This design comes from an exercise in tuning for a short achievable clock period and few clock cycles on the open sky130 flow, not from production work.
The RTL was checked by simulation tests, not by an equivalence proof against the original design.
Power and IR drop assume default switching activity.

--- design.v ---
module one_hz_cpu (
    input  logic        clk,
    input  logic        rst,
    output logic [31:0] pc,
    input  logic [31:0] inst_rdata,
    output logic        inst_read,
    input  logic        inst_resp,
    output logic [31:0] data_address,
    input  logic [31:0] data_rdata,
    output logic [31:0] data_wdata,
    output logic        data_read,
    output logic        data_write,
    output logic [3:0]  data_mbe,
    input  logic        data_resp
);
    localparam [29:0] START = 30'h18;  
    localparam [1:0] T_BR  = 2'd0;
    localparam [1:0] T_JMP = 2'd1;
    localparam [1:0] T_RET = 2'd2;
    logic        freeze;         
    logic        ex_redir;       
    logic [29:0] ex_target;
    logic        d_redir;        
    logic [29:0] d_target;
    logic        d_fire;         
    logic [29:0] fpc;
    logic        ireq;
    logic        ibusy, idrop;
    logic [29:0] o_pc, o_pn;
    logic        o_pt, o_hit;
    logic [1:0]  o_ctr;
    logic [31:0] q_inst [4];
    logic [29:0] q_pc   [4];
    logic [29:0] q_pn   [4];
    logic        q_pt   [4];
    logic        q_hit  [4];
    logic [1:0]  q_ctr  [4];
    logic [2:0]  qn;
    logic [29:0] link_d, link_ex;
    logic [63:0] btb_v;
    logic [7:0]  btb_tag [64];
    logic [29:0] btb_tgt [64];
    logic [1:0]  btb_typ [64];
    logic [1:0]  btb_ctr [64];
    logic        ex_valid;
    logic [3:0]  ex_aluop;
    logic [31:0] ex_a, ex_b, ex_s;
    logic        ex_am, ex_aw, ex_bm, ex_bw, ex_sm, ex_sw;
    logic        ex_br, ex_jal, ex_jalr, ex_link, ex_ret, ex_call;
    logic [2:0]  ex_f3;
    logic        ex_pt, ex_tgtmis, ex_hit;
    logic [1:0]  ex_ctr;
    logic [29:0] ex_tgt, ex_pc4, ex_pc;
    logic [31:0] ex_jexp;
    logic        ex_load, ex_store, ex_wen;
    logic [4:0]  ex_rd;
    logic        m_valid, m_wen, m_load;
    logic [4:0]  m_rd;
    logic [31:0] m_res;
    logic [2:0]  m_f3;
    logic [1:0]  m_alo;
    logic        dbusy;
    logic        w_valid, w_wen, w_load;
    logic [4:0]  w_rd;
    logic [31:0] w_res;
    logic [2:0]  w_f3;
    logic [1:0]  w_alo;
    logic [31:0] w_data;
    logic [31:0] rf [32];
    assign pc = {fpc, 2'b00};
    assign inst_read = ireq;
    logic        acc_i;
    assign acc_i = ireq & (~ibusy | inst_resp);
    logic [5:0]  bidx;
    logic        b_hit, b_pt;
    logic [29:0] b_next, fpc4;
    logic [1:0]  b_typ, b_ctr;
    assign bidx  = fpc[5:0];
    assign b_typ = btb_typ[bidx];
    assign b_ctr = btb_ctr[bidx];
    assign b_hit = btb_v[bidx] & (btb_tag[bidx] == fpc[13:6]);
    assign b_pt  = b_hit & ((b_typ != T_BR) | b_ctr[1]);
    assign fpc4  = fpc + 30'd1;
    assign b_next = ~b_pt ? fpc4 : (b_typ == T_RET ? link_d : btb_tgt[bidx]);
    logic push;
    assign push = inst_resp & ibusy & ~idrop;
    logic [2:0] qn_push;
    assign qn_push = qn + {2'b0, push};
    always_ff @(posedge clk) begin
        if (rst) begin
            fpc   <= START;
            ireq  <= 1'b1;
            ibusy <= 1'b0;
            idrop <= 1'b0;
        end else begin
            if (ex_redir)      fpc <= ex_target;
            else if (d_redir)  fpc <= d_target;
            else if (acc_i)    fpc <= b_next;
            if (acc_i) begin
                ibusy <= 1'b1;
                idrop <= ex_redir | d_redir;
            end else if (inst_resp) begin
                ibusy <= 1'b0;
                idrop <= 1'b0;
            end else if (ex_redir | d_redir) begin
                idrop <= 1'b1;
            end
            if (ex_redir | d_redir)
                ireq <= 1'b1;
            else
                ireq <= (qn_push + {2'b0, acc_i | (ibusy & ~inst_resp)}) <= 3'd3;
        end
    end
    always_ff @(posedge clk) begin
        if (acc_i) begin
            o_pc  <= fpc;
            o_pn  <= b_next;
            o_pt  <= b_pt;
            o_hit <= b_hit;
            o_ctr <= b_ctr;
        end
    end
    logic pop;
    assign pop = d_fire;
    always_ff @(posedge clk) begin
        if (rst | ex_redir | d_redir) begin
            qn <= 3'd0;
        end else begin
            qn <= qn + {2'b0, push} - {2'b0, pop};
        end
    end
    always_ff @(posedge clk) begin
        for (int i = 0; i < 4; i++) begin
            if (push && ((pop && qn == i + 1) || (!pop && qn == i))) begin
                q_inst[i] <= inst_rdata;
                q_pc[i]   <= o_pc;
                q_pn[i]   <= o_pn;
                q_pt[i]   <= o_pt;
                q_hit[i]  <= o_hit;
                q_ctr[i]  <= o_ctr;
            end else if (pop && i < 3) begin
                q_inst[i] <= q_inst[i + 1];
                q_pc[i]   <= q_pc[i + 1];
                q_pn[i]   <= q_pn[i + 1];
                q_pt[i]   <= q_pt[i + 1];
                q_hit[i]  <= q_hit[i + 1];
                q_ctr[i]  <= q_ctr[i + 1];
            end
        end
    end
    logic        d_valid;
    logic [31:0] inst;
    logic [29:0] d_pc, d_pn;
    logic        d_pt, d_hit;
    logic [1:0]  d_ctr;
    assign d_valid = qn != 3'd0;
    assign inst  = q_inst[0];
    assign d_pc  = q_pc[0];
    assign d_pn  = q_pn[0];
    assign d_pt  = q_pt[0];
    assign d_hit = q_hit[0];
    assign d_ctr = q_ctr[0];
    logic [6:0] opc;
    logic [2:0] f3;
    logic [4:0] rd, rs1, rs2;
    assign opc = inst[6:0];
    assign f3  = inst[14:12];
    assign rd  = inst[11:7];
    assign rs1 = inst[19:15];
    assign rs2 = inst[24:20];
    logic is_lui, is_auipc, is_jal, is_jalr, is_br, is_load, is_store, is_opi, is_op;
    assign is_lui   = opc[6:2] == 5'b01101;
    assign is_auipc = opc[6:2] == 5'b00101;
    assign is_jal   = opc[6:2] == 5'b11011;
    assign is_jalr  = opc[6:2] == 5'b11001;
    assign is_br    = opc[6:2] == 5'b11000;
    assign is_load  = opc[6:2] == 5'b00000;
    assign is_store = opc[6:2] == 5'b01000;
    assign is_opi   = opc[6:2] == 5'b00100;
    assign is_op    = opc[6:2] == 5'b01100;
    logic use1, use2, wen;
    assign use1 = is_jalr | is_br | is_load | is_store | is_opi | is_op;
    assign use2 = is_br | is_store | is_op;
    assign wen  = (is_lui | is_auipc | is_jal | is_jalr | is_load | is_opi | is_op) & (rd != 5'd0);
    logic [31:0] imm_i, imm_s, imm_b, imm_u, imm_j;
    assign imm_i = {{20{inst[31]}}, inst[31:20]};
    assign imm_s = {{20{inst[31]}}, inst[31:25], inst[11:7]};
    assign imm_b = {{19{inst[31]}}, inst[31], inst[7], inst[30:25], inst[11:8], 1'b0};
    assign imm_u = {inst[31:12], 12'b0};
    assign imm_j = {{11{inst[31]}}, inst[31], inst[19:12], inst[20], inst[30:21], 1'b0};
    logic [31:0] imm;
    always_comb begin
        if (is_store)                imm = imm_s;
        else if (is_lui | is_auipc)  imm = imm_u;
        else                         imm = imm_i;
    end
    logic [3:0] aluop;
    always_comb begin
        aluop = 4'd0;
        if (is_op | is_opi) begin
            case (f3)
                3'd0: aluop = (is_op & inst[30]) ? 4'd1 : 4'd0;
                3'd1: aluop = 4'd2;
                3'd2: aluop = 4'd3;
                3'd3: aluop = 4'd4;
                3'd4: aluop = 4'd5;
                3'd5: aluop = inst[30] ? 4'd7 : 4'd6;
                3'd6: aluop = 4'd8;
                default: aluop = 4'd9;
            endcase
        end
    end
    logic [29:0] d_tgt, d_pc4;
    assign d_tgt = d_pc + (is_jal ? imm_j[31:2] : imm_b[31:2]);
    assign d_pc4 = d_pc + 30'd1;
    logic is_ret, is_call;
    assign is_ret  = is_jalr & (rs1 == 5'd1) & (rd == 5'd0) & (inst[31:20] == 12'd0);
    assign is_call = (is_jal | is_jalr) & (rd == 5'd1);
    logic d_take_jal, d_take_br, d_take_ret, d_unpred;
    assign d_take_jal = is_jal & ~d_pt;
    assign d_take_br  = is_br & ~d_pt & ~d_hit & inst[31];
    assign d_take_ret = is_ret & ~d_pt;
    assign d_unpred   = d_pt & ~(is_jal | is_br | is_jalr);
    logic [29:0] n_pn;
    logic        n_pt;
    always_comb begin
        d_target = d_tgt;
        if (d_take_ret) d_target = link_d;
        else if (d_unpred) d_target = d_pc4;
    end
    assign n_pt = d_pt | d_take_jal | d_take_br | d_take_ret;
    assign n_pn = (d_take_jal | d_take_br | d_take_ret) ? d_target : d_pn;
    logic        w_we;
    assign w_we = w_valid & w_wen;
    logic [31:0] r1, r2;
    assign r1 = (rs1 == 5'd0) ? 32'd0 : (w_we && w_rd == rs1) ? w_data : rf[rs1];
    assign r2 = (rs2 == 5'd0) ? 32'd0 : (w_we && w_rd == rs2) ? w_data : rf[rs2];
    logic ex_fwd_ok, m_fwd_ok;
    assign ex_fwd_ok = ex_valid & ex_wen & ~ex_load;
    assign m_fwd_ok  = m_valid & m_wen & ~m_load;
    logic interlock;
    assign interlock = ((ex_valid & ex_wen & ex_load) &
                        ((use1 & (ex_rd == rs1)) | (use2 & (ex_rd == rs2)))) |
                       ((m_valid & m_wen & m_load) &
                        ((use1 & (m_rd == rs1)) | (use2 & (m_rd == rs2))));
    logic [1:0] sel1, sel2;
    assign sel1 = (ex_fwd_ok && ex_rd == rs1) ? 2'd1 : (m_fwd_ok && m_rd == rs1) ? 2'd2 : 2'd0;
    assign sel2 = (ex_fwd_ok && ex_rd == rs2) ? 2'd1 : (m_fwd_ok && m_rd == rs2) ? 2'd2 : 2'd0;
    assign d_fire  = d_valid & ~interlock & ~freeze;
    assign d_redir = d_fire & (d_take_jal | d_take_br | d_take_ret | d_unpred);
    logic [31:0] jexp;
    assign jexp = d_take_ret ? {link_d, 2'b00} : {d_pn, 2'b00} - imm_i;
    always_ff @(posedge clk) begin
        if (rst | ex_redir) begin
            ex_valid <= 1'b0;
        end else if (~freeze) begin
            ex_valid <= d_fire;
        end
    end
    always_ff @(posedge clk) begin
        if (~freeze) begin
            ex_aluop <= aluop;
            ex_a     <= is_lui ? 32'd0 : is_auipc ? {d_pc, 2'b00} : r1;
            ex_b     <= is_op ? r2 : imm;
            ex_s     <= r2;
            ex_am    <= ~(is_lui | is_auipc) & (sel1 == 2'd1);
            ex_aw    <= ~(is_lui | is_auipc) & (sel1 == 2'd2);
            ex_bm    <= is_op & (sel2 == 2'd1);
            ex_bw    <= is_op & (sel2 == 2'd2);
            ex_sm    <= sel2 == 2'd1;
            ex_sw    <= sel2 == 2'd2;
            ex_br    <= is_br;
            ex_jal   <= is_jal;
            ex_jalr  <= is_jalr;
            ex_link  <= is_jal | is_jalr;
            ex_ret   <= is_ret;
            ex_call  <= is_call;
            ex_f3    <= f3;
            ex_pt    <= n_pt;
            ex_tgtmis <= ~(d_take_jal | d_take_br) & (d_pn != d_tgt);
            ex_hit   <= d_hit;
            ex_ctr   <= d_ctr;
            ex_tgt   <= d_tgt;
            ex_pc4   <= d_pc4;
            ex_pc    <= d_pc;
            ex_jexp  <= jexp;
            ex_load  <= is_load;
            ex_store <= is_store;
            ex_wen   <= wen;
            ex_rd    <= rd;
        end
    end
    logic [31:0] a, b, s;
    assign a = ex_am ? m_res : ex_aw ? w_res : ex_a;
    assign b = ex_bm ? m_res : ex_bw ? w_res : ex_b;
    assign s = ex_sm ? m_res : ex_sw ? w_res : ex_s;
    logic [31:0] sum, diff, alu_out;
    logic        slt, sltu;
    assign sum  = a + b;
    assign diff = a - b;
    assign sltu = a < b;
    assign slt  = $signed(a) < $signed(b);
    always_comb begin
        case (ex_aluop)
            4'd0:    alu_out = sum;
            4'd1:    alu_out = diff;
            4'd2:    alu_out = a << b[4:0];
            4'd3:    alu_out = {31'd0, slt};
            4'd4:    alu_out = {31'd0, sltu};
            4'd5:    alu_out = a ^ b;
            4'd6:    alu_out = a >> b[4:0];
            4'd7:    alu_out = $signed(a) >>> b[4:0];
            4'd8:    alu_out = a | b;
            default: alu_out = a & b;
        endcase
    end
    logic eq, blt, bltu, taken;
    assign eq   = a == s;
    assign blt  = $signed(a) < $signed(s);
    assign bltu = a < s;
    always_comb begin
        case (ex_f3)
            3'd0:    taken = eq;
            3'd1:    taken = ~eq;
            3'd4:    taken = blt;
            3'd5:    taken = ~blt;
            3'd6:    taken = bltu;
            default: taken = ~bltu;
        endcase
    end
    logic mispred;
    always_comb begin
        if (ex_br)        mispred = (taken != ex_pt) | (taken & ex_tgtmis);
        else if (ex_jal)  mispred = ex_tgtmis;
        else if (ex_jalr) mispred = ~ex_pt | (a != ex_jexp);
        else              mispred = 1'b0;
    end
    logic ex_fire;
    assign ex_fire = ex_valid & ~freeze;
    assign ex_redir = ex_fire & mispred;
    assign ex_target = ex_jalr ? sum[31:2] : (ex_br & ~taken) ? ex_pc4 : ex_tgt;
    logic       bw;
    logic [1:0] bw_typ, bw_ctr;
    logic [29:0] bw_tgt;
    always_comb begin
        bw = 1'b0;
        bw_typ = T_JMP;
        bw_ctr = 2'd2;
        bw_tgt = ex_tgt;
        if (ex_br) begin
            bw_typ = T_BR;
            if (ex_hit) begin
                bw = 1'b1;
                bw_ctr = taken ? (ex_ctr == 2'd3 ? 2'd3 : ex_ctr + 2'd1)
                               : (ex_ctr == 2'd0 ? 2'd0 : ex_ctr - 2'd1);
            end else begin
                bw = taken;
            end
        end else if (ex_jal) begin
            bw = 1'b1;
        end else if (ex_jalr) begin
            bw = 1'b1;
            bw_typ = ex_ret ? T_RET : T_JMP;
            bw_tgt = sum[31:2];
        end
    end
    logic        u_we;
    logic [13:0] u_pc;
    logic [29:0] u_tgt;
    logic [1:0]  u_typ, u_ctr;
    always_ff @(posedge clk) begin
        if (rst) u_we <= 1'b0;
        else u_we <= ex_fire & bw;
        u_pc  <= ex_pc[13:0];
        u_tgt <= bw_tgt;
        u_typ <= bw_typ;
        u_ctr <= bw_ctr;
    end
    always_ff @(posedge clk) begin
        if (rst) begin
            btb_v <= 64'd0;
        end else if (u_we) begin
            btb_v[u_pc[5:0]] <= 1'b1;
        end
    end
    always_ff @(posedge clk) begin
        if (u_we) begin
            btb_tag[u_pc[5:0]] <= u_pc[13:6];
            btb_tgt[u_pc[5:0]] <= u_tgt;
            btb_typ[u_pc[5:0]] <= u_typ;
            btb_ctr[u_pc[5:0]] <= u_ctr;
        end
    end
    always_ff @(posedge clk) begin
        if (rst) begin
            link_d  <= 30'd0;
            link_ex <= 30'd0;
        end else begin
            if (ex_fire & ex_call) link_ex <= ex_pc4;
            if (ex_redir)
                link_d <= ex_call ? ex_pc4 : link_ex;
            else if (d_fire & is_call)
                link_d <= d_pc4;
        end
    end
    logic [1:0]  alo;
    logic [3:0]  mbe;
    logic [31:0] wd;
    assign alo = sum[1:0];
    always_comb begin
        case (ex_f3[1:0])
            2'd0:    mbe = 4'b0001 << alo;
            2'd1:    mbe = alo[1] ? 4'b1100 : 4'b0011;
            default: mbe = 4'b1111;
        endcase
        case (alo)
            2'd1:    wd = {s[23:0], 8'b0};
            2'd2:    wd = {s[15:0], 16'b0};
            2'd3:    wd = {s[7:0], 24'b0};
            default: wd = s;
        endcase
    end
    logic m_mem;
    assign m_mem = data_read | data_write;
    always_ff @(posedge clk) begin
        if (rst) begin
            m_valid    <= 1'b0;
            data_read  <= 1'b0;
            data_write <= 1'b0;
        end else if (~freeze) begin
            m_valid    <= ex_valid;
            data_read  <= ex_valid & ex_load;
            data_write <= ex_valid & ex_store;
        end
    end
    always_ff @(posedge clk) begin
        if (~freeze) begin
            m_wen        <= ex_wen;
            m_load       <= ex_load;
            m_rd         <= ex_rd;
            m_res        <= ex_link ? {ex_pc4, 2'b00} : alu_out;
            m_f3         <= ex_f3;
            m_alo        <= alo;
            data_address <= {sum[31:2], 2'b00};
            data_mbe     <= mbe;
            data_wdata   <= wd;
        end
    end
    always_ff @(posedge clk) begin
        if (rst) dbusy <= 1'b0;
        else dbusy <= (m_mem & (~dbusy | data_resp)) | (dbusy & ~data_resp);
    end
    assign freeze = ~data_resp & dbusy & ((w_valid & w_load) | m_mem);
    always_ff @(posedge clk) begin
        if (rst) begin
            w_valid <= 1'b0;
        end else if (~freeze) begin
            w_valid <= m_valid;
        end
    end
    always_ff @(posedge clk) begin
        if (~freeze) begin
            w_wen  <= m_wen;
            w_load <= m_load;
            w_rd   <= m_rd;
            w_res  <= m_res;
            w_f3   <= m_f3;
            w_alo  <= m_alo;
        end
    end
    logic [7:0]  lb;
    logic [15:0] lh;
    logic [31:0] ld;
    assign lb = data_rdata[w_alo * 8 +: 8];
    assign lh = w_alo[1] ? data_rdata[31:16] : data_rdata[15:0];
    always_comb begin
        case (w_f3)
            3'd0:    ld = {{24{lb[7]}}, lb};
            3'd1:    ld = {{16{lh[15]}}, lh};
            3'd4:    ld = {24'd0, lb};
            3'd5:    ld = {16'd0, lh};
            default: ld = data_rdata;
        endcase
    end
    assign w_data = w_load ? ld : w_res;
    always_ff @(posedge clk) begin
        if (w_we & (~w_load | data_resp)) rf[w_rd] <= w_data;
    end
endmodule
--- run.sh ---
#!/bin/bash
# synth_recipe.tcl (not shown) runs the flow's synth.tcl, then flattens the netlist and writes it again
# the make line also repeats each setting of config.mk as NAME=value (left out here)
make -C /OpenROAD-flow-scripts/flow DESIGN_CONFIG=/design/flow/config.mk WORK_HOME=/design/flow/orfs CLKGATE_MAP_FILE= SYNTH_SCRIPT=/design/flow/synth_recipe.tcl finish
--- config.mk ---
export PLATFORM = sky130hd
export DESIGN_NAME = one_hz_cpu
export DESIGN_NICKNAME = one_hz_cpu
export VERILOG_FILES = /design/flow/design.v
export SDC_FILE = /design/flow/constraint.sdc
export NUM_CORES = 4
export LEC_CHECK = 0
export ABC_CLOCK_PERIOD_IN_PS = 3000
export CAP_MARGIN = 20
export CORE_MARGIN = 2
export CORE_UTILIZATION = 40
export SETUP_SLACK_MARGIN = 5
export SLEW_MARGIN = 20
--- constraint.sdc ---
create_clock -name core_clock -period 10.0 [get_ports {clk}]
set_input_delay 2.0000 -clock core_clock [delete_from_list [all_inputs] [get_ports {clk}]]
set_output_delay 2.0000 -clock core_clock [all_outputs]
set_load 0.01 [all_outputs]
==> key figures, run 1 <==
Timing
  • Final setup margin: ~4800 ps
  • Worst Clk Skew: 92.5 ps
  • Transition time of the tightest slew-check pin: about 1300 ps
  • Number of setup violations in the final report: 0
  • Count of final hold-check violations: 0
  • Max_slew headroom: 0.145
  • Post-route worst hold slack: 347 ps
  • Final-layout setup total negative slack: 0 ps
  • Final Cycle Share: 0.518
  • Final critical path time including I/O delays and setup: 5180 ps
  • Setup repair after global routing missed its margin: yes
  • Slew Limit Fails: 0
  • Highest achievable clock rate: about 190 MHz

Synthesis
  • Top cell type by total area after synthesis: sky130_fd_sc_hd__edfxtp_1
  • Number of warnings printed during yosys synthesis: 7
  • Seq/Total Area, Yosys: 0.673
  • Cell types with the largest area share after synthesis: sky130_fd_sc_hd__edfxtp_1 (65%), sky130_fd_sc_hd__mux4_2 (15%), sky130_fd_sc_hd__mux2i_1 (2.2%)
  • Number of library cell types mapped by synthesis: between 100 and 150
  • Synthesized instance count: approximately 12000
  • Asr flop ratio synth: 0
  • Number of synthesized flops with an enable pin: 4540
  • Cell area after technology mapping: about 210000 um^2
  • Ys flop type: sky130_fd_sc_hd__edfxtp_1
  • Average footprint of a synthesized cell: 17.7 um^2
  • Number of synthesized register bits: between 4000 and 5000
  • Area share of the largest cell type after synthesis: 0.651

Routing
  • First drt pass iteration count: 6
  • Per-cell routed wire length: between 30 and 40 um
  • Via-to-Cell Ratio: about 6.2
  • Number of vias in the routed layout: between 100k and 150k
  • Final WL: between 700 and 800 mm
  • DRC violation total after the first TritonRoute iteration: 16940
  • Post-DRT Antenna Nets: 0
  • Residual DRC count: 0

Critical path
  • Startpoint kind of the worst setup timing path: register
  • Critical path data required time: between 10000 and 15000 ps
  • Critical-path maximum fanout: 10
  • Reg-to-reg endpoint: m_res[31]$_DFFE_PN_
  • Type of the setup path with the least slack: reg -> reg
  • Minimum setup slack among reg-to-reg paths: about 4800 ps
  • Data arrival at the endpoint of the critical path: slightly below 6000 ps
  • CP endpoint kind: register
  • Startpoint of the lowest-slack register-to-register path: ex_aw$_DFFE_PN_
  • R2R cell count: 19

Floorplan
  • Number of top-level design ports: 171
  • Std cell rows: 265
  • Die ar.: roughly 530000 um^2
  • Core box area: approximately 520000 um^2
  • Overall die height: 727 um
  • Horizontal extent of the die: roughly 730 um
  • Starting utilization of the core area: 0.402

Finish
  • Most frequent standard cell in the layout excluding fill and tap cells: sky130_fd_sc_hd__edfxtp_1
  • Final cell utilization of the core: 0.463
  • Sequential cell area: roughly 140000 um^2
  • Layout net count: roughly 13000
  • Proportion of layout cells with a drive suffix above 1: 0.283
  • Multi-input logic area: just under 70000 um^2
  • Leading cell types in the layout, fill and taps excluded: sky130_fd_sc_hd__edfxtp_1 (4540), sky130_fd_sc_hd__mux4_2 (1437), sky130_fd_sc_hd__nand2_1 (591)
  • Final design area excluding fillers: roughly 240000 um^2
  • Number of standard cells in the layout, taps in and fillers out: slightly below 20000
  • Fillers: ~44000
  • Syn-to-layout area delta: 15.4%

Clocking
  • Cell at the root of the clock tree: sky130_fd_sc_hd__clkbuf_16
  • Maximum clock path buffer count: 4
  • Post-CTS clock slew at the launch and capture registers of the worst setup and hold paths: roughly 60 ps
  • Htree depth: 6
  • Total clock buffers created by CTS: approximately 520
  • CTS tree: done
  • CTS hold repair buffers: 0
  • TritonCTS sink count: between 4000 and 5000
  • Worst-Skew Late Latency: approximately 1100 ps

Power and ir drop
  • Leakage component of the power: around 77 nW
  • Power Density: 345 nW/um^2
  • Power, Total: about 83 mW
  • Worst vdd ir: about 0.00043 V

GRT
  • Pin count of the biggest net entering global routing: 125
  • Antenna violations before repair: 64
  • GR Util All Layers: 0.269
  • Via count of the first global-routing pass: 121717
  • Residual overflow from global routing: 0
  • Global-route wire length before repair: around 990 mm

Place
  • Buffers added on ports: 164
  • DP Area: ~220000 um^2
  • Dpl ws: 2160 ps
  • Weighted congestion reported at the end of routability-driven placement: 0.964
  • Number of cells in the design after placement: 18538
  • Post-DP HPWL: approximately 450 mm

Worst hold path
  • Destination of the worst hold path: u_pc[4]$_DFF_P_
  • Worst hold start: ex_pc[4]$_DFFE_PN_
  • Path class of the lowest-slack min-delay path: reg -> reg
  • Number of stages on the worst hold path: 0

Status
  • Result of the run: finished clean

Flow run
  • Total of max-cap violations: 0
cell usage after synthesis (all sizes together) (63+ instances only):
master  number
a211oi      92
a21oi      439
a22oi       63
a31oi       69
buf        279
clkbuf     467
dfxtp      231
edfxtp    4540
ha         200
inv        192
mux2       379
mux2i      466
mux4      1447
nand2      605
nand3      112
nor2       672
nor3        72
o211ai     106
o21a        82
o21ai      276
xnor2      153
xor2        93
layer usage:
metal  GRT usage  part of all wire  up-vias
met4       0.141             0.062       32
li1            -                 -    49084
met3      0.0532             0.091     1560
met5           0           0.00029        -
met2       0.431              0.47     6853
met1       0.347              0.37    65286
logic make-up (layout without fill, tap and decap cells):
group / count (synthesis) / count (layout) / synth area share
AO/OA/AOI/OAI: 1530 / 1530 / 0.0476
XOR/XNOR: 249 / 249 / 0.0106
adder cells (fa/ha/maj): 204 / 204 / 0.0123
buffers and inverters: 940 / 1824 / 0.0189
flip-flops: 4771 / 4771 / 0.673
multiplexers: 2292 / 2292 / 0.199
other: 1 / 37 / 0.0000179
AND/OR/NAND/NOR: 1815 / 1820 / 0.0387
worst max path at each step:
stage | end | slack [ps] | startpoint | depth (start not counted)
global placement | register | 2110 | ex_aw$_DFFE_PN_ | 17
global route | fpc[6]$_SDFFE_PP0P_ | 4810 | ex_sm$_DFFE_PN_ | 17
floorplan | q_ctr[3][0]$_DFFE_PP_ | -1680 | data_resp | 7
detailed placement | fpc[26]$_SDFFE_PP0P_ | 2160 | ex_aw$_DFFE_PN_ | 18
finish | m_res[31]$_DFFE_PN_ | 4820 | ex_aw$_DFFE_PN_ | 19
CTS | q_inst[1][5]$_DFFE_PP_ | 4850 | data_resp | 12
cell type report:
class                      instances  share of cell area
antenna                           33            0.000342
clock buffer                     696              0.0590
clock inverter                   234             0.00914
inverter                         194             0.00342
multi-input combinational       6099               0.279
sequential                      4771               0.584
tap                             6942              0.0360
timing repair buffer             700              0.0291
flip-flops by register name, indices dropped and copies added, names as in the netlist, 64 cells and up, named ones only:
signal   cells
q_pc       120
btb_tgt   1920
btb_tag    512
q_pn       120
btb_ctr    128
q_inst     120
btb_typ    128
btb_v       64
rf        1024
critical path, cell delays in order (launching register included):
cell,delay [ps]
sky130_fd_sc_hd__edfxtp_1,340
sky130_fd_sc_hd__buf_6,170
sky130_fd_sc_hd__bufbuf_16,310
sky130_fd_sc_hd__mux2i_1,180
sky130_fd_sc_hd__o21a_2,260
sky130_fd_sc_hd__clkinvlp_4,190
sky130_fd_sc_hd__ha_1,250
sky130_fd_sc_hd__a211o_1,360
sky130_fd_sc_hd__a2111oi_4,370
sky130_fd_sc_hd__buf_4,200
sky130_fd_sc_hd__o221a_2,310
sky130_fd_sc_hd__nor3b_2,110
sky130_fd_sc_hd__o21ai_2,260
sky130_fd_sc_hd__a31oi_4,200
sky130_fd_sc_hd__a221oi_4,400
sky130_fd_sc_hd__buf_4,170
sky130_fd_sc_hd__nand3b_1,80
sky130_fd_sc_hd__o31ai_1,130
sky130_fd_sc_hd__a2111oi_2,130
sky130_fd_sc_hd__o21ai_2,460
where the power goes:
part / switching [mW] / internal [mW]
clock network: 8.07 / 10.7
registers: 3.40 / 27.1
logic: 21.1 / 12.8
what timing repair did:
item                                    in CTS  in global routing
resized for setup                          309                168
hold endpoints to repair                     0                  0
pin swaps                                   41                 61
cloned                                      21                  5
setup buffers                              101                 39
endpoints found under the setup margin     447                472
Testbench counts, summed over its fixed seeds: cycles 163,016.
==> run 2: changes to the inputs <==
--- a/design.v
+++ b/design.v
@@ -45,10 +45,11 @@
     logic        ex_valid;
     logic [3:0]  ex_aluop;
     logic [31:0] ex_a, ex_b, ex_s;
-    logic        ex_am, ex_aw, ex_bm, ex_bw, ex_sm, ex_sw;
+    logic        ex_am, ex_bm, ex_sm;
+    logic [29:0] ex_pn;
     logic        ex_br, ex_jal, ex_jalr, ex_link, ex_ret, ex_call;
     logic [2:0]  ex_f3;
-    logic        ex_pt, ex_tgtmis, ex_hit;
+    logic        ex_pt, ex_hit;
     logic [1:0]  ex_ctr;
     logic [29:0] ex_tgt, ex_pc4, ex_pc;
     logic [31:0] ex_jexp;
@@ -232,20 +233,22 @@
     assign n_pn = (d_take_jal | d_take_br | d_take_ret) ? d_target : d_pn;
     logic        w_we;
     assign w_we = w_valid & w_wen;
-    logic [31:0] r1, r2;
-    assign r1 = (rs1 == 5'd0) ? 32'd0 : (w_we && w_rd == rs1) ? w_data : rf[rs1];
-    assign r2 = (rs2 == 5'd0) ? 32'd0 : (w_we && w_rd == rs2) ? w_data : rf[rs2];
     logic ex_fwd_ok, m_fwd_ok;
     assign ex_fwd_ok = ex_valid & ex_wen & ~ex_load;
     assign m_fwd_ok  = m_valid & m_wen & ~m_load;
+    logic [31:0] r1, r2;
+    assign r1 = (rs1 == 5'd0) ? 32'd0 : (m_fwd_ok && m_rd == rs1) ? m_res :
+                (w_we && w_rd == rs1) ? w_data : rf[rs1];
+    assign r2 = (rs2 == 5'd0) ? 32'd0 : (m_fwd_ok && m_rd == rs2) ? m_res :
+                (w_we && w_rd == rs2) ? w_data : rf[rs2];
     logic interlock;
     assign interlock = ((ex_valid & ex_wen & ex_load) &
                         ((use1 & (ex_rd == rs1)) | (use2 & (ex_rd == rs2)))) |
                        ((m_valid & m_wen & m_load) &
                         ((use1 & (m_rd == rs1)) | (use2 & (m_rd == rs2))));
-    logic [1:0] sel1, sel2;
-    assign sel1 = (ex_fwd_ok && ex_rd == rs1) ? 2'd1 : (m_fwd_ok && m_rd == rs1) ? 2'd2 : 2'd0;
-    assign sel2 = (ex_fwd_ok && ex_rd == rs2) ? 2'd1 : (m_fwd_ok && m_rd == rs2) ? 2'd2 : 2'd0;
+    logic sel1, sel2;
+    assign sel1 = ex_fwd_ok && ex_rd == rs1;
+    assign sel2 = ex_fwd_ok && ex_rd == rs2;
     assign d_fire  = d_valid & ~interlock & ~freeze;
     assign d_redir = d_fire & (d_take_jal | d_take_br | d_take_ret | d_unpred);
     logic [31:0] jexp;
@@ -263,12 +266,10 @@
             ex_a     <= is_lui ? 32'd0 : is_auipc ? {d_pc, 2'b00} : r1;
             ex_b     <= is_op ? r2 : imm;
             ex_s     <= r2;
-            ex_am    <= ~(is_lui | is_auipc) & (sel1 == 2'd1);
-            ex_aw    <= ~(is_lui | is_auipc) & (sel1 == 2'd2);
-            ex_bm    <= is_op & (sel2 == 2'd1);
-            ex_bw    <= is_op & (sel2 == 2'd2);
-            ex_sm    <= sel2 == 2'd1;
-            ex_sw    <= sel2 == 2'd2;
+            ex_am    <= ~(is_lui | is_auipc) & sel1;
+            ex_bm    <= is_op & sel2;
+            ex_sm    <= sel2;
+            ex_pn    <= n_pn;
             ex_br    <= is_br;
             ex_jal   <= is_jal;
             ex_jalr  <= is_jalr;
@@ -277,7 +278,6 @@
             ex_call  <= is_call;
             ex_f3    <= f3;
             ex_pt    <= n_pt;
-            ex_tgtmis <= ~(d_take_jal | d_take_br) & (d_pn != d_tgt);
             ex_hit   <= d_hit;
             ex_ctr   <= d_ctr;
             ex_tgt   <= d_tgt;
@@ -291,9 +291,9 @@
         end
     end
     logic [31:0] a, b, s;
-    assign a = ex_am ? m_res : ex_aw ? w_res : ex_a;
-    assign b = ex_bm ? m_res : ex_bw ? w_res : ex_b;
-    assign s = ex_sm ? m_res : ex_sw ? w_res : ex_s;
+    assign a = ex_am ? m_res : ex_a;
+    assign b = ex_bm ? m_res : ex_b;
+    assign s = ex_sm ? m_res : ex_s;
     logic [31:0] sum, diff, alu_out;
     logic        slt, sltu;
     assign sum  = a + b;
@@ -328,6 +328,8 @@
             default: taken = ~bltu;
         endcase
     end
+    logic ex_tgtmis;
+    assign ex_tgtmis = ex_pn != ex_tgt;
     logic mispred;
     always_comb begin
         if (ex_br)        mispred = (taken != ex_pt) | (taken & ex_tgtmis);
==> run 2 against run 1 <==
  * Still clean on timing, DRC and antenna
  * Hold slack improved by 1.7 ps
  * Via count rose by 0.29%
  * Non-clock buffer count fell by 65
  * Routed wire length down 0.75%
  * Largest power group unchanged
  * Highest routed layer unchanged
==> key figures, run 2 <==
Status
  • Result of the run: finished clean

Worst hold path
  • Path class of the lowest-slack min-delay path: reg -> reg

Finish
  • Most frequent standard cell in the layout excluding fill and tap cells: sky130_fd_sc_hd__edfxtp_1
  • Proportion of layout cells with a drive suffix above 1: 0.271 (-0.0121)
  • Layout net count: 12429 (-1.0%)
  • Leading cell types in the layout, fill and taps excluded: sky130_fd_sc_hd__edfxtp_1 (4566), sky130_fd_sc_hd__mux4_2 (1436), sky130_fd_sc_hd__nand2_1 (571)
  • Final cell utilization of the core: 0.462 (-0.00176)
  • Max reg flops: 1920 (unchanged)
  • Syn-to-layout area delta: 14.8%

Synthesis
  • Number of synthesized register bits: 4797 (+0.54%)
  • Area share of the largest cell type after synthesis: 0.654 (+0.00261)
  • Top cell type by total area after synthesis: sky130_fd_sc_hd__edfxtp_1
  • Cell types with the largest area share after synthesis: sky130_fd_sc_hd__edfxtp_1 (65%), sky130_fd_sc_hd__mux4_2 (15%), sky130_fd_sc_hd__dfxtp_1 (2.2%)
  • Synthesized instance count: 11750 (-0.44%)
  • Most frequent cells after synthesis: sky130_fd_sc_hd__edfxtp_1 (4566), sky130_fd_sc_hd__mux4_2 (1436), sky130_fd_sc_hd__nor2_1 (637), sky130_fd_sc_hd__nand2_1 (575), sky130_fd_sc_hd__a21oi_1 (482)
  • Top-count cell post-synth: sky130_fd_sc_hd__edfxtp_1
  • Ys flop type: sky130_fd_sc_hd__edfxtp_1
  • Seq/Total Area, Yosys: 0.676 (+0.00257)
  • Number of synthesized flops with an enable pin: 4566 (+0.57%)
  • Asr flop ratio synth: 0 (unchanged)
  • Cell area after technology mapping: 210000 um^2 (+0.17%)
  • Number of library cell types mapped by synthesis: 91 (-11%)
  • Number of warnings printed during yosys synthesis: 7 (unchanged)
  • Average footprint of a synthesized cell: 17.8 um^2 (+0.61%)

Place
  • Weighted congestion reported at the end of routability-driven placement: 0.974 (+1.0%)
  • Dpl ws: 2830 ps (+674 ps)
  • Buffers added on ports: 164 (unchanged)
  • Post-DP HPWL: 442 mm (-0.74%)

Critical path
  • Worst path max stage delay: 660 ps (+200 ps)
  • Critical path data required time: 10900 ps (+170 ps)
  • Type of the setup path with the least slack: reg -> reg
  • Critical-path maximum fanout: 46 (+36)
  • CP endpoint kind: register
  • Startpoint kind of the worst setup timing path: register
  • Cell with the largest stage delay on the worst path: sky130_fd_sc_hd__a2111oi_1
  • Buffers & Inverters on Critical Path: 3 (-2)
  • Data arrival at the endpoint of the critical path: 5940 ps (+30 ps)
  • Worst path top cell family by delay: compound AO/OA/AOI/OAI gates
  • Critical path, cell by cell: buf_16 -> inv_2 -> nor3_1 -> a2111oi_1 -> a21oi_2 -> o21ai_0 -> and3_2 -> buf_6 -> mux2i_1 -> nor2_1 -> a211o_1 -> a221o_1

Floorplan
  • Overall die height: 728 um (about the same)
  • Std cell rows: 265 (unchanged)
  • Die ar.: 530000 um^2 (+0.17%)
  • Horizontal extent of the die: 728 um (about the same)
  • Starting utilization of the core area: 0.402 (+0.000433)
  • Core box area: 522000 um^2 (about the same)
  • Number of top-level design ports: 171 (unchanged)

GRT
  • Pin count of the biggest net entering global routing: 141 (+13%)
  • Via count of the first global-routing pass: 120346 (-1.1%)
  • Antenna violations before repair: 67 (+4.7%)
  • Global-route wire length before repair: 985 mm (-0.84%)
  • Residual overflow from global routing: 0 (unchanged)
  • GR Util All Layers: 0.266 (-0.00281)

Routing
  • DRC violation total after the first TritonRoute iteration: 18282 (+7.9%)
  • First drt pass iteration count: 6 (unchanged)
  • Post-DRT Antenna Nets: 0 (unchanged)
  • Via-to-Cell Ratio: 6.30 (+0.84%)
  • Residual DRC count: 0 (unchanged)
  • Final WL: 724 mm (-0.75%)
  • Number of vias in the routed layout: 123170 (+0.29%)
  • Per-cell routed wire length: 37.0 um (-0.21%)

Power and ir drop
  • Power Density: 344 nW/um^2 (-0.31%)
  • Power, Total: 82.7 mW (-0.63%)
  • Worst vdd ir: 0.000225 V (-48%)
  • Leakage component of the power: 77.9 nW (+0.54%)

Clocking
  • Maximum clock path buffer count: 4 (unchanged)
  • Cell at the root of the clock tree: sky130_fd_sc_hd__clkbuf_16
  • TritonCTS sink count: 4797 (+0.54%)
  • Total clock buffers created by CTS: 484 (-7.1%)
  • Worst-Skew Late Latency: 1080 ps (+20 ps)
  • CTS tree: done
  • Post-CTS clock slew at the launch and capture registers of the worst setup and hold paths: 70 ps (about the same)
  • Htree depth: 5 (-1)

Timing
  • Final Cycle Share: 0.504 (-0.0141)
  • Number of setup violations in the final report: 0 (unchanged)
  • Transition time of the tightest slew-check pin: 1260 ps (-25.4 ps)
  • Highest achievable clock rate: 199 MHz (+2.8%)
  • Final critical path time including I/O delays and setup: 5040 ps (-141 ps)
  • Max_slew headroom: 0.155 (+0.0109)
  • Setup repair after global routing missed its margin: yes
  • Slew Limit Fails: 0 (unchanged)
  • Final setup margin: 4960 ps (+141 ps)
  • Count of final hold-check violations: 0 (unchanged)
  • Worst Clk Skew: 169 ps (+76.9 ps)

Flow run
  • Total of max-cap violations: 0 (unchanged)
## run 2: cell types whose count changed after synthesis, moves of 26 or more
cell	change
sky130_fd_sc_hd__a211o_1	+39
sky130_fd_sc_hd__nand2_1	-30
sky130_fd_sc_hd__edfxtp_1	+26
sky130_fd_sc_hd__o21a_1	-54
sky130_fd_sc_hd__o211ai_1	-60
sky130_fd_sc_hd__o21ai_0	+40
sky130_fd_sc_hd__buf_1	-32
sky130_fd_sc_hd__a21oi_1	+46
sky130_fd_sc_hd__nor2_1	-34
## run 2: logic make-up (layout without fill, tap and decap cells)
| group | count (synthesis) | after routing | synth area share |
|---|---|---|---|
| compound gates | 1525 | 1525 | 0.0462 |
| fa+ha+maj | 204 | 204 | 0.0123 |
| flops | 4797 | 4797 | 0.676 |
| other cells | 1 | 42 | 0.0000179 |
| xor+xnor | 256 | 256 | 0.0107 |
| buf+inv | 925 | 1750 | 0.0185 |
| mux | 2298 | 2298 | 0.199 |
| simple gates | 1744 | 1748 | 0.0371 |
## run 2: area by class of cell
cell class | instances | area (um^2)
fill | 43765 | 281000
tap | 6942 | 8690
clock buffer | 637 | 13200
inverter | 203 | 792
timing repair inverter | 2 | 10.0
antenna | 38 | 95.1
sequential | 4797 | 142000
clock inverter | 273 | 3050
multi-input combinational | 6035 | 66900
timing repair buffer | 635 | 6170
## run 2: repair_timing
| item | in CTS | in global routing |
|---|---|---|
| pin swaps | 10 | 25 |
| setup buffers | 41 | 27 |
| gates resized for setup | 151 | 101 |
| gates cloned | 14 | 4 |
| endpoints found under the hold margin | 0 | 0 |
| endpoints found under the setup margin | 784 | 261 |
| hold buffers | 0 | 0 |
## run 2: worst paths after layout
path | cells past startpoint | slack (ps) | start | to
max | 12 | 4960 | register | register
min | 0 | 350 | ex_pc[4]$_DFFE_PN_ | u_pc[4]$_DFF_P_
max reg2reg | 12 | 4960 | register | register
min reg2reg | 0 | 350 | ex_pc[4]$_DFFE_PN_ | u_pc[4]$_DFF_P_
## run 2: worst register-to-register path, stage by stage (launching register included)
cell                        delay [ps]
sky130_fd_sc_hd__dfxtp_4           420
sky130_fd_sc_hd__buf_16            250
sky130_fd_sc_hd__inv_2             730
sky130_fd_sc_hd__nor3_1            170
sky130_fd_sc_hd__a2111oi_1         660
sky130_fd_sc_hd__a21oi_2           190
sky130_fd_sc_hd__o21ai_0           440
sky130_fd_sc_hd__and3_2            290
sky130_fd_sc_hd__buf_6             400
sky130_fd_sc_hd__mux2i_1           640
sky130_fd_sc_hd__nor2_1            110
sky130_fd_sc_hd__a211o_1           330
sky130_fd_sc_hd__a221o_1           310
## run 2: per-stage QoR
step	area [um^2]	setup TNS (ps)	hold slack (ps)	instances
6_report	241000	0	349	19562
5_1_grt	241000	0	358	19529
4_1_cts	240000	0	352	19490
3_5_place_dp	222000	0	328	18525
3_3_place_gp	222000	0	332	18520
2_1_floorplan	211000	-968160	323	11753
## run 2: routing by layer
metal  wire, um  part of all wire  up-vias  track usage
met5        207           0.00029        -            0
met4      35700             0.049       30        0.113
met3      72600              0.10     1320       0.0552
met2     331000              0.46     7169        0.412
met1     284000              0.39    65868        0.367
li1           -                 -    48783            -
## run 2: power breakdown
| part | internal, mW | switching (mW) | total, mW | leakage (nW) |
|---|---|---|---|---|
| sequential | 27.3 | 3.69 | 31.0 | 43.8 |
| clock | 10.7 | 7.93 | 18.6 | 7.92 |
| combinational | 12.4 | 20.7 | 33.1 | 26.2 |
| total | 50.4 | 32.4 | 82.7 | 77.9 |
Testbench counts of run 2, summed over its fixed seeds: cycles 163,016.
==> run 3: changes to the inputs <==
==> flow/run.sh (new file) <==
#!/bin/bash
set -euo pipefail
bash standard.sh SETUP_SLACK_MARGIN=8 finish > flow_make.log 2>&1
==> standard.sh (new file) <==
#!/bin/bash
# synth_recipe.tcl (not shown) runs the flow's synth.tcl, then flattens the netlist and writes it again
# the make line also repeats each setting of config.mk as NAME=value (left out here)
make -C /OpenROAD-flow-scripts/flow DESIGN_CONFIG=/design/flow/config.mk WORK_HOME=/design/flow/orfs CLKGATE_MAP_FILE= SYNTH_SCRIPT=/design/flow/synth_recipe.tcl "${@:-finish}"
--- a/config.mk
+++ b/config.mk
@@ -9,5 +9,4 @@
 export CAP_MARGIN = 20
 export CORE_MARGIN = 2
 export CORE_UTILIZATION = 40
-export SETUP_SLACK_MARGIN = 5
 export SLEW_MARGIN = 20
removed: run.sh
==> run 3 against run 2 <==
  * Still clean
  * Synthesized cell count unchanged
  * Final cell count increased by 14%
  * Worst setup slack got worse by 36 ps
  * First-iteration DRC count increased by 54%
  * Global-route usage increased by 8.8 points
  * Routed wire length increased by 43%
  * Clock power increased by 3%
  * Combinational power increased by 61%
  * Clock-buffer cell count unchanged
  * Design area increased by 25%
  * Largest power group unchanged
==> key figures, run 3 <==
GRT
  • Pin count of the biggest net entering global routing: 71 (-50%)
  • GR Util All Layers: 0.354 (+0.0884)
  • Antenna violations before repair: 94 (+40%)
  • Residual overflow from global routing: 0 (unchanged)
  • Global-route wire length before repair: 1270 mm (+29%)
  • Via count of the first global-routing pass: 139942 (+16%)

Clocking
  • Maximum clock path buffer count: 4 (unchanged)
  • Worst-Skew Late Latency: 1190 ps (+110 ps)
  • Post-CTS clock slew at the launch and capture registers of the worst setup and hold paths: 70 ps (about the same)
  • CTS tree: done
  • Cell at the root of the clock tree: sky130_fd_sc_hd__clkbuf_16
  • Total clock buffers created by CTS: 484 (unchanged)
  • Htree depth: 5 (unchanged)
  • TritonCTS sink count: 4797 (unchanged)

Floorplan
  • Die ar.: 530000 um^2 (unchanged)
  • Number of top-level design ports: 171 (unchanged)
  • Horizontal extent of the die: 728 um (unchanged)
  • Overall die height: 728 um (unchanged)
  • Core box area: 522000 um^2 (unchanged)
  • Std cell rows: 265 (unchanged)
  • Starting utilization of the core area: 0.402 (unchanged)

Finish
  • Leading cell types in the layout, fill and taps excluded: sky130_fd_sc_hd__edfxtp_1 (4566), sky130_fd_sc_hd__mux4_2 (1441), sky130_fd_sc_hd__buf_6 (817)
  • Max reg flops: 1920 (unchanged)
  • Syn-to-layout area delta: 43.6%
  • Layout net count: 15164 (+22%)
  • Proportion of layout cells with a drive suffix above 1: 0.487 (+0.216)
  • Fillers: 36249 (-17%)
  • Number of standard cells in the layout, taps in and fillers out: 22362 (+14%)
  • Most frequent standard cell in the layout excluding fill and tap cells: sky130_fd_sc_hd__edfxtp_1
  • Final cell utilization of the core: 0.577 (+0.116)

Place
  • Number of cells in the design after placement: 18525 (unchanged)
  • Weighted congestion reported at the end of routability-driven placement: 0.974 (unchanged)
  • Buffers added on ports: 164 (unchanged)
  • Post-DP HPWL: 442 mm (unchanged)

Critical path
  • Data arrival at the endpoint of the critical path: 6010 ps (+70 ps)
  • Cell with the largest stage delay on the worst path: sky130_fd_sc_hd__o211ai_1
  • Buffers & Inverters on Critical Path: 4 (+1)
  • Type of the setup path with the least slack: reg -> reg
  • Minimum setup slack among reg-to-reg paths: 4930 ps (-40 ps)
  • Most numerous cell on the critical path: sky130_fd_sc_hd__buf_6
  • CP endpoint kind: register
  • Worst path top cell family by delay: compound AO/OA/AOI/OAI gates
  • Critical path, cell by cell: buf_6 -> buf_4 -> mux4_2 -> a22oi_1 -> o211ai_1 -> xnor2_1 -> o21ai_2 -> nand3_4 -> and3_4 -> buf_6 -> buf_16 -> o21ai_0 -> a211o_1 -> a221o_1
  • Worst path max stage delay: 680 ps (+20 ps)
  • Critical path depth: 14 (+2)
  • Critical-path maximum fanout: 11 (-76%)
  • Startpoint kind of the worst setup timing path: register
  • R2R cell count: 14 (+2)
  • Critical path data required time: 10940 ps (+40 ps)

Status
  • Result of the run: finished clean

Synthesis
  • Top-count cell post-synth: sky130_fd_sc_hd__edfxtp_1
  • Ys flop type: sky130_fd_sc_hd__edfxtp_1
  • Area share of the largest cell type after synthesis: 0.654 (unchanged)
  • Number of synthesized flops with an enable pin: 4566 (unchanged)
  • Cell area after technology mapping: 210000 um^2 (unchanged)
  • Top cell type by total area after synthesis: sky130_fd_sc_hd__edfxtp_1
  • Asr flop ratio synth: 0 (unchanged)
  • Average footprint of a synthesized cell: 17.8 um^2 (unchanged)
  • Synthesized instance count: 11750 (unchanged)
  • Most frequent cells after synthesis: sky130_fd_sc_hd__edfxtp_1 (4566), sky130_fd_sc_hd__mux4_2 (1436), sky130_fd_sc_hd__nor2_1 (637), sky130_fd_sc_hd__nand2_1 (575), sky130_fd_sc_hd__a21oi_1 (482)
  • Number of library cell types mapped by synthesis: 91 (unchanged)
  • Number of warnings printed during yosys synthesis: 7 (unchanged)
  • Number of synthesized register bits: 4797 (unchanged)
  • Seq/Total Area, Yosys: 0.676 (unchanged)
  • Cell types with the largest area share after synthesis: sky130_fd_sc_hd__edfxtp_1 (65%), sky130_fd_sc_hd__mux4_2 (15%), sky130_fd_sc_hd__dfxtp_1 (2.2%)

Power and ir drop
  • Power Density: 344 nW/um^2 (about the same)
  • Power, Total: 103 mW (+25%)
  • Leakage component of the power: 103 nW (+33%)
  • Worst vdd ir: 0.000248 V (+10%)

Routing
  • Via-to-Cell Ratio: 6.85 (+8.8%)
  • Number of vias in the routed layout: 153148 (+24%)
  • Met3 routed wirelength: 170 mm (+130%)
  • Post-route met1 wirelength: 325 mm (+14%)
  • Met2 Routed Length: 430 mm (+30%)
  • Final WL: 1040 mm (+43%)
  • First drt pass iteration count: 9 (+3)
  • Highest signal layer in the routed design: met5
  • Post-DRT Antenna Nets: 0 (unchanged)
  • Per-cell routed wire length: 46.3 um (+25%)
  • DRC violation total after the first TritonRoute iteration: 28235 (+54%)
  • Residual DRC count: 0 (unchanged)

Timing
  • Number of setup violations in the final report: 0 (unchanged)
  • Highest achievable clock rate: 197 MHz (-0.71%)
  • Max_slew headroom: 0.131 (-0.0249)
  • Count of final hold-check violations: 0 (unchanged)
  • Final Cycle Share: 0.507 (+0.00361)
  • Post-route worst hold slack: 344 ps (-5.22 ps)
  • Worst Clk Skew: 249 ps (+79.8 ps)
  • Setup repair after global routing missed its margin: yes
  • Transition time of the tightest slew-check pin: 1300 ps (+40.7 ps)
  • Slew Limit Fails: 0 (unchanged)
  • Final critical path time including I/O delays and setup: 5070 ps (+36.1 ps)

Flow run
  • Total of max-cap violations: 0 (unchanged)

Worst hold path
  • Path class of the lowest-slack min-delay path: reg -> reg
run 3: per-layer routing:
| layer | vias to the layer above | track usage |
|---|---|---|
| met5 | - | 0.00553 |
| met4 | 70 | 0.256 |
| met1 | 78148 | 0.428 |
| li1 | 54856 | - |
| met3 | 4614 | 0.148 |
| met2 | 15460 | 0.510 |
run 3: final cells by class:
type,count,area [um^2],area share
repair buffers,3290,55600,0.185
flip-flops and latches,4797,142000,0.472
clock buffers,637,13200,0.0438
diodes,103,258,0.000856
well taps,6942,8690,0.0288
multi-input cells,6108,77300,0.257
clock inverters,273,3050,0.0101
repair inverters,9,98.8,0.000328
inverters,203,955,0.00317
run 3: stage by stage:
stage	cell area, um^2	setup WS, ps	TNS, ps
after detailed placement	222000	2830	0
after global routing	301000	5080	0
after global placement	222000	2710	0
after CTS	287000	5500	0
after floorplan	211000	-2000	-968160
final	301000	4930	0
run 3: how the worst min path moves through the flow:
stage                                  start               to  cells after the start
after global placement    ex_pc[3]$_DFFE_PN_  u_pc[3]$_DFF_P_                      0
after CTS                 ex_pc[1]$_DFFE_PN_  u_pc[1]$_DFF_P_                      0
final                     ex_pc[1]$_DFFE_PN_  u_pc[1]$_DFF_P_                      0
after global routing      ex_pc[1]$_DFFE_PN_  u_pc[1]$_DFF_P_                      0
after detailed placement  ex_pc[5]$_DFFE_PN_  u_pc[5]$_DFF_P_                      0
after floorplan           ex_pc[0]$_DFFE_PN_  u_pc[0]$_DFF_P_                      0
run 3: cell families (layout without fill, tap and decap cells):
kind of cell,after synthesis,count (layout),synth area share
and+or+nand+nor,1744,1781,0.0371
xor gates and xnor gates,256,257,0.0107
muxes,2298,2298,0.199
other,1,107,0.0000179
buffers and inverters,925,4412,0.0185
AOI/OAI and AO/OA,1525,1564,0.0462
DFF,4797,4797,0.676
adders and majority gates,204,204,0.0123
run 3: repair_timing:
| item | CTS | global route |
|---|---|---|
| gates resized for setup | 4608 | 1348 |
| pin swaps | 584 | 568 |
| buffers inserted | 1470 | 551 |
| cloned | 655 | 147 |
| endpoints found under the setup margin | 6533 | 6383 |
| hold buffers | 0 | 0 |
run 3: report_power, final:
part | internal (mW) | total (mW) | switching (mW)
clock | 10.7 | 19.2 | 8.49
combinational | 23.5 | 53.2 | 29.7
sequential | 27.3 | 31.1 | 3.75
==> run 4: changes to the inputs <==
--- a/design.v
+++ b/design.v
@@ -32,16 +32,19 @@
     logic [31:0] q_inst [4];
     logic [29:0] q_pc   [4];
     logic [29:0] q_pn   [4];
+    logic [29:0] q_tgtj [4];     
+    logic [29:0] q_tgtb [4];
+    logic [29:0] q_pc4  [4];
     logic        q_pt   [4];
     logic        q_hit  [4];
     logic [1:0]  q_ctr  [4];
     logic [2:0]  qn;
     logic [29:0] link_d, link_ex;
-    logic [63:0] btb_v;
-    logic [7:0]  btb_tag [64];
-    logic [29:0] btb_tgt [64];
-    logic [1:0]  btb_typ [64];
-    logic [1:0]  btb_ctr [64];
+    logic [127:0] btb_v;
+    logic [7:0]  btb_tag [128];
+    logic [29:0] btb_tgt [128];
+    logic [1:0]  btb_typ [128];
+    logic [1:0]  btb_ctr [128];
     logic        ex_valid;
     logic [3:0]  ex_aluop;
     logic [31:0] ex_a, ex_b, ex_s;
@@ -72,14 +75,14 @@
     assign inst_read = ireq;
     logic        acc_i;
     assign acc_i = ireq & (~ibusy | inst_resp);
-    logic [5:0]  bidx;
+    logic [6:0]  bidx;
     logic        b_hit, b_pt;
     logic [29:0] b_next, fpc4;
     logic [1:0]  b_typ, b_ctr;
-    assign bidx  = fpc[5:0];
+    assign bidx  = fpc[6:0];
     assign b_typ = btb_typ[bidx];
     assign b_ctr = btb_ctr[bidx];
-    assign b_hit = btb_v[bidx] & (btb_tag[bidx] == fpc[13:6]);
+    assign b_hit = btb_v[bidx] & (btb_tag[bidx] == fpc[14:7]);
     assign b_pt  = b_hit & ((b_typ != T_BR) | b_ctr[1]);
     assign fpc4  = fpc + 30'd1;
     assign b_next = ~b_pt ? fpc4 : (b_typ == T_RET ? link_d : btb_tgt[bidx]);
@@ -130,10 +133,17 @@
             qn <= qn + {2'b0, push} - {2'b0, pop};
         end
     end
+    logic [29:0] n_tgt_j, n_tgt_b, o_pc4;
+    assign n_tgt_j = o_pc + {{12{inst_rdata[31]}}, inst_rdata[19:12], inst_rdata[20], inst_rdata[30:22]};
+    assign n_tgt_b = o_pc + {{20{inst_rdata[31]}}, inst_rdata[7], inst_rdata[30:25], inst_rdata[11:9]};
+    assign o_pc4 = o_pc + 30'd1;
     always_ff @(posedge clk) begin
         for (int i = 0; i < 4; i++) begin
             if (push && ((pop && qn == i + 1) || (!pop && qn == i))) begin
                 q_inst[i] <= inst_rdata;
+                q_tgtj[i] <= n_tgt_j;
+                q_tgtb[i] <= n_tgt_b;
+                q_pc4[i]  <= o_pc4;
                 q_pc[i]   <= o_pc;
                 q_pn[i]   <= o_pn;
                 q_pt[i]   <= o_pt;
@@ -141,6 +151,9 @@
                 q_ctr[i]  <= o_ctr;
             end else if (pop && i < 3) begin
                 q_inst[i] <= q_inst[i + 1];
+                q_tgtj[i] <= q_tgtj[i + 1];
+                q_tgtb[i] <= q_tgtb[i + 1];
+                q_pc4[i]  <= q_pc4[i + 1];
                 q_pc[i]   <= q_pc[i + 1];
                 q_pn[i]   <= q_pn[i + 1];
                 q_pt[i]   <= q_pt[i + 1];
@@ -212,8 +225,8 @@
         end
     end
     logic [29:0] d_tgt, d_pc4;
-    assign d_tgt = d_pc + (is_jal ? imm_j[31:2] : imm_b[31:2]);
-    assign d_pc4 = d_pc + 30'd1;
+    assign d_tgt = is_jal ? q_tgtj[0] : q_tgtb[0];
+    assign d_pc4 = q_pc4[0];
     logic is_ret, is_call;
     assign is_ret  = is_jalr & (rs1 == 5'd1) & (rd == 5'd0) & (inst[31:20] == 12'd0);
     assign is_call = (is_jal | is_jalr) & (rd == 5'd1);
@@ -296,10 +309,21 @@
     assign s = ex_sm ? m_res : ex_s;
     logic [31:0] sum, diff, alu_out;
     logic        slt, sltu;
-    assign sum  = a + b;
-    assign diff = a - b;
-    assign sltu = a < b;
-    assign slt  = $signed(a) < $signed(b);
+    logic [31:0] sum_rr, sum_mr, sum_rm, sum_mm;
+    logic [32:0] dif_rr, dif_mr, dif_rm;
+    assign sum_rr = ex_a + ex_b;
+    assign sum_mr = m_res + ex_b;
+    assign sum_rm = ex_a + m_res;
+    assign sum_mm = {m_res[30:0], 1'b0};
+    assign dif_rr = {1'b0, ex_a} - {1'b0, ex_b};
+    assign dif_mr = {1'b0, m_res} - {1'b0, ex_b};
+    assign dif_rm = {1'b0, ex_a} - {1'b0, m_res};
+    assign sum = ex_am ? (ex_bm ? sum_mm : sum_mr) : (ex_bm ? sum_rm : sum_rr);
+    logic [32:0] dif;
+    assign dif = ex_am ? (ex_bm ? 33'd0 : dif_mr) : (ex_bm ? dif_rm : dif_rr);
+    assign diff = dif[31:0];
+    assign sltu = dif[32];
+    assign slt  = (a[31] ^ b[31]) ? a[31] : dif[31];
     always_comb begin
         case (ex_aluop)
             4'd0:    alu_out = sum;
@@ -315,9 +339,18 @@
         endcase
     end
     logic eq, blt, bltu, taken;
-    assign eq   = a == s;
-    assign blt  = $signed(a) < $signed(s);
-    assign bltu = a < s;
+    logic [32:0] cd_rr, cd_mr, cd_rm, cd;
+    logic        eq_rr, eq_mr, eq_rm;
+    assign cd_rr = {1'b0, ex_a} - {1'b0, ex_s};
+    assign cd_mr = {1'b0, m_res} - {1'b0, ex_s};
+    assign cd_rm = {1'b0, ex_a} - {1'b0, m_res};
+    assign eq_rr = ex_a == ex_s;
+    assign eq_mr = m_res == ex_s;
+    assign eq_rm = ex_a == m_res;
+    assign cd = ex_am ? (ex_sm ? 33'd0 : cd_mr) : (ex_sm ? cd_rm : cd_rr);
+    assign eq = ex_am ? (ex_sm ? 1'b1 : eq_mr) : (ex_sm ? eq_rm : eq_rr);
+    assign bltu = cd[32];
+    assign blt  = (a[31] ^ s[31]) ? a[31] : cd[31];
     always_comb begin
         case (ex_f3)
             3'd0:    taken = eq;
@@ -330,11 +363,14 @@
     end
     logic ex_tgtmis;
     assign ex_tgtmis = ex_pn != ex_tgt;
+    logic jeq_r, jeq_m;
+    assign jeq_r = ex_a == ex_jexp;
+    assign jeq_m = m_res == ex_jexp;
     logic mispred;
     always_comb begin
         if (ex_br)        mispred = (taken != ex_pt) | (taken & ex_tgtmis);
         else if (ex_jal)  mispred = ex_tgtmis;
-        else if (ex_jalr) mispred = ~ex_pt | (a != ex_jexp);
+        else if (ex_jalr) mispred = ~ex_pt | ~(ex_am ? jeq_m : jeq_r);
         else              mispred = 1'b0;
     end
     logic ex_fire;
@@ -367,30 +403,30 @@
         end
     end
     logic        u_we;
-    logic [13:0] u_pc;
+    logic [14:0] u_pc;
     logic [29:0] u_tgt;
     logic [1:0]  u_typ, u_ctr;
     always_ff @(posedge clk) begin
         if (rst) u_we <= 1'b0;
         else u_we <= ex_fire & bw;
-        u_pc  <= ex_pc[13:0];
+        u_pc  <= ex_pc[14:0];
         u_tgt <= bw_tgt;
         u_typ <= bw_typ;
         u_ctr <= bw_ctr;
     end
     always_ff @(posedge clk) begin
         if (rst) begin
-            btb_v <= 64'd0;
+            btb_v <= 128'd0;
         end else if (u_we) begin
-            btb_v[u_pc[5:0]] <= 1'b1;
+            btb_v[u_pc[6:0]] <= 1'b1;
         end
     end
     always_ff @(posedge clk) begin
         if (u_we) begin
-            btb_tag[u_pc[5:0]] <= u_pc[13:6];
-            btb_tgt[u_pc[5:0]] <= u_tgt;
-            btb_typ[u_pc[5:0]] <= u_typ;
-            btb_ctr[u_pc[5:0]] <= u_ctr;
+            btb_tag[u_pc[6:0]] <= u_pc[14:7];
+            btb_tgt[u_pc[6:0]] <= u_tgt;
+            btb_typ[u_pc[6:0]] <= u_typ;
+            btb_ctr[u_pc[6:0]] <= u_ctr;
         end
     end
     always_ff @(posedge clk) begin
==> flow/run.sh (replaced) <==
#!/bin/bash
set -euo pipefail
bash standard.sh SETUP_SLACK_MARGIN=8 TNS_END_PERCENT=5 finish > flow_make.log 2>&1
==> run 4 against run 3 <==
  * The layout now fails its checks (antenna violations)
  * Hold slack worse by 1.3 ps
  * Non-clock buffer count is 1528 lower
  * Sequential share of layout area rose by 11 points
  * Area after synthesis rose by 60%
  * Sequential power increased by 57%
  * Die area increased by 60%
  * Critical path depth up 6
  * Register-to-register slack improved by 30 ps
  * Synthesized cell count grew 59%
  * Combinational power grew about 10%
  * Utilization shrank 9.7 points
  * Highest routed layer unchanged
==> key figures, run 4 <==
Worst hold path
  • Path class of the lowest-slack min-delay path: reg -> reg

Routing
  • Post-DRT Antenna Nets: 1 (+1)
  • Final WL: 1150 mm (+11%)
  • Residual DRC count: 0 (unchanged)
  • Via-to-Cell Ratio: 6.20 (-9.5%)
  • DRC violation total after the first TritonRoute iteration: 29264 (+3.6%)
  • Per-cell routed wire length: 36.0 um (-22%)

Synthesis
  • Top cell type by total area after synthesis: sky130_fd_sc_hd__edfxtp_1
  • Area share of the largest cell type after synthesis: 0.680 (+0.0260)
  • Number of synthesized register bits: 7912 (+65%)
  • Asr flop ratio synth: 0 (unchanged)
  • Cell area after technology mapping: 336000 um^2 (+60%)
  • Most frequent cells after synthesis: sky130_fd_sc_hd__edfxtp_1 (7615), sky130_fd_sc_hd__mux4_2 (2340), sky130_fd_sc_hd__nand2_1 (1689), sky130_fd_sc_hd__nor2_1 (853), sky130_fd_sc_hd__clkbuf_1 (698)
  • Average footprint of a synthesized cell: 18.0 um^2 (+0.88%)
  • Cell types with the largest area share after synthesis: sky130_fd_sc_hd__edfxtp_1 (68%), sky130_fd_sc_hd__mux4_2 (16%), sky130_fd_sc_hd__nand2_1 (1.9%)
  • Synthesized instance count: 18682 (+59%)
  • Number of library cell types mapped by synthesis: 95 (+4.4%)
  • Seq/Total Area, Yosys: 0.698 (+0.0216)

Finish
  • Proportion of layout cells with a drive suffix above 1: 0.314 (-0.174)
  • Leading cell types in the layout, fill and taps excluded: sky130_fd_sc_hd__edfxtp_1 (7615), sky130_fd_sc_hd__mux4_2 (2340), sky130_fd_sc_hd__nand2_1 (1620)
  • Number of standard cells in the layout, taps in and fillers out: 31992 (+43%)
  • Max reg flops: 3840 (+100%)
  • Final design area excluding fillers: 402000 um^2 (+34%)
  • Final cell utilization of the core: 0.480 (-0.0971)
  • Most frequent standard cell in the layout excluding fill and tap cells: sky130_fd_sc_hd__edfxtp_1
  • Layout net count: 20600 (+36%)

Critical path
  • Startpoint kind of the worst setup timing path: register
  • Most numerous cell on the critical path: sky130_fd_sc_hd__buf_12
  • Critical path, cell by cell: buf_12 -> ha_4 -> inv_2 -> fa_2 -> a21oi_2 -> o2bb2ai_2 -> o41a_1 -> a221o_1 -> o41ai_4 -> o31ai_4 -> o2111a_1 -> a221oi_4 -> and4_4 -> mux2i_4 -> nand4bb_4 -> buf_12 -> buf_12 -> nor2_4 -> clkbuf_16 -> a32o_1
  • Cell with the largest stage delay on the worst path: sky130_fd_sc_hd__o41a_1
  • CP endpoint kind: register
  • Critical-path maximum fanout: 9 (-2)
  • Worst path max stage delay: 430 ps (-250 ps)

Timing
  • Slew Limit Fails: 0 (unchanged)
  • Number of setup violations in the final report: 0 (unchanged)
  • Highest achievable clock rate: 198 MHz (+0.68%)
  • Final-layout setup total negative slack: 0 ps (unchanged)
  • Setup repair after global routing missed its margin: yes
  • Final Cycle Share: 0.504 (-0.00345)
  • Worst Clk Skew: 91.8 ps (-157 ps)
  • Transition time of the tightest slew-check pin: 1260 ps (-37.9 ps)

GRT
  • Residual overflow from global routing: 0 (unchanged)
  • Pin count of the biggest net entering global routing: 146 (+110%)
  • GR Util All Layers: 0.256 (-0.0982)
  • Met2 track demand over resource in global routing: 0.396 (-0.113)
  • Antenna violations before repair: 86 (-8.5%)
  • Met3 layer usage reported by global route: 0.0616 (-0.0866)
  • Global-route wire length before repair: 1530 mm (+21%)
  • Peak-usage layer in the global routing report: met2

Floorplan
  • Die ar.: 848000 um^2 (+60%)
  • Overall die height: 921 um (+27%)
  • Std cell rows: 336 (+27%)
  • Number of top-level design ports: 171 (unchanged)
  • Starting utilization of the core area: 0.402 (-0.000418)
  • Horizontal extent of the die: 921 um (+27%)

Clocking
  • Cell at the root of the clock tree: sky130_fd_sc_hd__clkbuf_16
  • Post-CTS clock slew at the launch and capture registers of the worst setup and hold paths: 70 ps (about the same)
  • TritonCTS sink count: 7912 (+65%)
  • Maximum clock path buffer count: 4 (unchanged)
  • Total clock buffers created by CTS: 769 (+59%)
  • CTS tree: done
  • Htree depth: 6 (+1)
  • Worst-Skew Late Latency: 1190 ps (about the same)

Place
  • Number of cells in the design after placement: 29477 (+59%)
  • Post-DP HPWL: 634 mm (+43%)
  • Weighted congestion reported at the end of routability-driven placement: 0.970 (-0.36%)

Status
  • Result of the run: complete, but fails checks
  • Layout check faults: antenna violations

Flow run
  • Total of max-cap violations: 0 (unchanged)

Power and ir drop
  • Power Density: 339 nW/um^2 (-1.4%)
  • Worst vdd ir: 0.000289 V (+17%)
==> run 4: worst paths after layout <==
check | startpoint | end | slack, ps | cells past startpoint
setup / recovery | m_res[0]$_SDFFCE_PP0N_ | fpc[8]$_SDFFE_PP0P_ | 4960 | 20
hold / removal | ex_pc[5]$_DFFE_PN_ | u_pc[5]$_DFF_P_ | 340 | 0
setup reg to reg | m_res[0]$_SDFFCE_PP0N_ | fpc[8]$_SDFFE_PP0P_ | 4960 | 20
hold reg to reg | ex_pc[5]$_DFFE_PN_ | u_pc[5]$_DFF_P_ | 340 | 0
==> run 4: stage by stage <==
step	setup slack, ps	hold slack, ps
after floorplan	-2670	323
after global placement	3100	324
after detailed placement	3010	326
after CTS	5120	340
after global routing	4940	351
final	4960	342
==> run 4: logic make-up (layout without fill, tap and decap cells) <==
logic type | after synthesis | after routing | synth area share
flip-flops | 7912 | 7912 | 0.698
AND/OR/NAND/NOR | 3320 | 3346 | 0.0423
multiplexers | 2942 | 2943 | 0.175
AO/OA/AOI/OAI | 2283 | 2291 | 0.0426
buffers and inverters | 1472 | 3544 | 0.0183
adder cells (fa/ha/maj) | 378 | 378 | 0.0142
XOR/XNOR | 374 | 374 | 0.00974
other | 1 | 50 | 0.0000111
==> run 4: repair_timing <==
item,4_1_cts,5_1_grt
cloned,173,140
setup endpoints to repair,10742,12072
pin swaps,420,210
gates resized for setup,1632,856
buffers inserted,465,279
hold endpoints to repair,0,0
hold buffers,0,0
==> run 4: cell type report <==
cell class,instances,area (um^2),share of cell area
Tap cell,11154,14000,0.0347
Timing Repair Buffer,1762,23600,0.0587
Inverter,373,1510,0.00376
Clock buffer,957,20200,0.0503
Sequential cell,7912,235000,0.584
Clock inverter,451,4330,0.0108
Multi-Input combinational cell,9336,103000,0.257
Timing Repair inverter,1,8.76,0.0000218
Antenna cell,46,115,0.000286
==> run 4: metal layers <==
layer / routed length [um] / up-vias / part of all wire
li1: - / 78613 / -
met1: 432000 / 105174 / 0.38
met2: 521000 / 12159 / 0.45
met3: 128000 / 2314 / 0.11
met4: 69200 / 20 / 0.060
met5: 128 / - / 0.00011
==> run 4: worst max-delay path: cells and delay by family (launching register included) <==
family	cells	cell delay, ps
AND/OR/NAND/NOR	3	640
buffers and inverters	5	750
multiplexers	1	320
flip-flops	1	380
adder cells (fa/ha/maj)	2	490
AO/OA/AOI/OAI	9	2260
==> run 4: power by group <==
group / switching [mW] / leakage, nW / internal [mW]
logic: 34.9 / 47.4 / 23.6
registers: 4.47 / 72.1 / 44.4
clock network: 12.9 / 11.9 / 16.0
Testbench counts of run 4, summed over its fixed seeds: cycles 161,501.

Check on run 4: ideal ports give 4.961 ns setup slack; a clkbuf_16 on the clock port and buf_2 on the inputs give 4.961 ns; moving port delays by the midpoint clock arrival (1.289 ns) as well gives 4.582 ns.
